What follows belongs to an exercise in optimizing a design on an open flow for small area, a short achievable clock period and few clock cycles; a production flow would make more cautious choices. At most, simulation tests tie the RTL to the original design; equivalence was not proved.

Setup of before:
Design PipelinedCPU, start of the top module:
module PipelinedCPU(clk, reset, imem_addr, imem_data, dmem_addr, dmem_wdata, dmem_we, dmem_rdata);
For scale: ~3300 cells after synthesis, roughly 160 I/O pins.
make LEC_CHECK=0 CAP_MARGIN=20 CORE_MARGIN=2 CORE_UTILIZATION=40 SETUP_SLACK_MARGIN=3.5 SLEW_MARGIN=20 finish   # period 8.0 ns
run.sh (not shown) runs the stock make flow with config.mk's settings and CLKGATE_MAP_FILE= SYNTH_SCRIPT=/design/flow/synth_recipe.tcl, a recipe that flattens the netlist after the stock synthesis.
Testbench counts of before, summed over its fixed seeds: cycles 34,244.
### before -> after
Settings: ABC_AREA now 1, previously not set.
==> flow/flow/run.sh (new file) <==
#!/bin/bash
# Own flow: the standard layout (standard.sh, unchanged synthesis), with the port buffers
# made from plain buffers (sky130_fd_sc_hd__buf_4) instead of the delay cells buffer_ports
# picks by default. Each step's output goes to its own log file here.
set -euo pipefail
export BUFFER_PORTS_ARGS="-buffer_cell sky130_fd_sc_hd__buf_4"
bash standard.sh synth > synth.log 2>&1
bash standard.sh > layout.log 2>&1
==> flow/standard.sh (new file) <==
#!/bin/bash
# synth_recipe.tcl (not shown) runs the flow's synth.tcl, then flattens the netlist and writes it again
# the make line also repeats each setting of config.mk as NAME=value (left out here)
make -C /OpenROAD-flow-scripts/flow DESIGN_CONFIG=/design/flow/config.mk WORK_HOME=/design/flow/orfs CLKGATE_MAP_FILE= SYNTH_SCRIPT=/design/flow/synth_recipe.tcl "${@:-finish}"
removed: flow/run.sh
[summary]
after finished every stage and its layout cleared the timing, design-rule and antenna checks.
after vs. before: count of placed standard cells including taps up 37%; post-synthesis instance total up 47%; clock period minus final worst setup slack down 960 ps.

---

Another version of the RTL of PipelinedCPU (not shown whole).
For scale: ~160 I/O pins.
// PipelinedCPU
module PipelinedCPU(clk, reset, imem_addr, imem_data, dmem_addr, dmem_wdata, dmem_we, dmem_rdata);
	input  clk;
	input  reset;
	output [31:0] imem_addr;
	input  [31:0] imem_data;
	output [31:0] dmem_addr;
	output [31:0] dmem_wdata;
	output dmem_we;
	input  [31:0] dmem_rdata;
	parameter START_PC = 32'h40;
	wire [3:0]  f_cls = imem_data[31:28];
	wire [3:0]  f_op  = imem_data[27:24];
	wire [3:0]  f_a   = imem_data[23:20];
	wire [3:0]  f_b   = imem_data[19:16];
	wire [3:0]  f_c   = imem_data[15:12];
	wire [15:0] f_imm = imem_data[15:0];
	wire f_alur = (f_cls == 4'hC);
	wire f_alui = (f_cls == 4'h4);
	wire f_cmpr = (f_cls == 4'hD);
	wire f_cmpi = (f_cls == 4'h5);
	wire f_br   = (f_cls == 4'h2);
	wire f_jal  = (f_cls == 4'h6);
	wire f_lw   = (f_cls == 4'h7);
	wire f_sw   = (f_cls == 4'h3);
	wire f_mvhi = f_alui & (f_op == 4'hF);
	wire f_brz  = f_br & (f_op == 4'h2 | f_op == 4'hD | f_op == 4'h8 |
	                      f_op == 4'h1 | f_op == 4'hE | f_op == 4'hF);
	wire       f_bs  = (f_cls[3:1] == 3'b001);         
	wire [3:0] idx1 = f_b;
	wire [3:0] idx2 = f_bs ? f_a : f_c;
	wire [31:0] rf1, rf2;
	wire        x_we;
	wire [3:0]  x_dst;
	wire [31:0] x_res;
	wire byp1 = x_we & (x_dst == idx1);
	wire byp2 = x_we & (x_dst == idx2);
	RegFile regfile(clk, reset, idx1, idx2, byp1, byp2, x_res, rf1, rf2, x_we, x_dst, x_res);
	wire [31:0] f_simm = {{16{f_imm[15]}}, f_imm};
	wire [31:0] f_bval = f_mvhi ? {f_imm, 16'b0} :
	                     (f_alui | f_cmpi) ? f_simm :
	                     rf2;
	reg [2:0] f_tt;
	always @(*) begin
		case (f_op)
			4'h0: f_tt = 3'b111;  
			4'h1: f_tt = 3'b011;  
			4'h2: f_tt = 3'b100;  
			4'h3: f_tt = 3'b000;  
			4'h5: f_tt = 3'b011;  
			4'h6: f_tt = 3'b100;  
			4'h8: f_tt = 3'b110;  
  ...
Settings: LEC_CHECK=0, ABC_AREA=1, CAP_MARGIN=20, CORE_MARGIN=2, CORE_UTILIZATION=40, CTS_BUF_LIST=sky130_fd_sc_hd__clkbuf_8, SETUP_SLACK_MARGIN=3.8, SLEW_MARGIN=20; clock period 8.0 ns.
Stock flow here: none of the scripts above is used.
Next try:
CTS_BUF_LIST = default   (was sky130_fd_sc_hd__clkbuf_8)
Die area does not change.
Final area stays flat.
Sequential share of layout area barely changes.
Cell count came out lower slightly.
Global-route usage is about the same.
Function was not checked in any run of this note: the RTL went through the layout flow alone.

## what the ideal ports hide
Ports are ideal in the flow. The routed layouts listed here were re-timed in OpenROAD.
Step 1 assumes that a clkbuf_16 drives the clock port and a buf_2 every other input.
Step 2 moves the port delays by t, midway between the first and last clock arrival at a register: inputs arrive t later, outputs are due t later. That takes back most of the time a late clock gives input paths.
Three values: ideal, step 1, step 2; two values: the first two.
| run | shift t [ns] | slack for setup (ns) | cell pins on the clock port's net |
|---|---|---|---|
| before | 0.701 | 1.858 / 1.789 / 2.490 | 1 |
| after | 0.702 | 2.814 / 2.747 / 2.871 | 1 |
| the first run of note 2 | 0.835 | 3.291 / 3.228 / 2.965 | 1 |
| the second run of note 2 | 0.728 | 3.378 / 3.307 / 3.085 | 1 |
After both steps setup and hold are still met in every run listed. For the first run of note 2, which loses most, drivers alone change the setup slack by -0.063 ns; drivers and shift together by -0.326 ns.
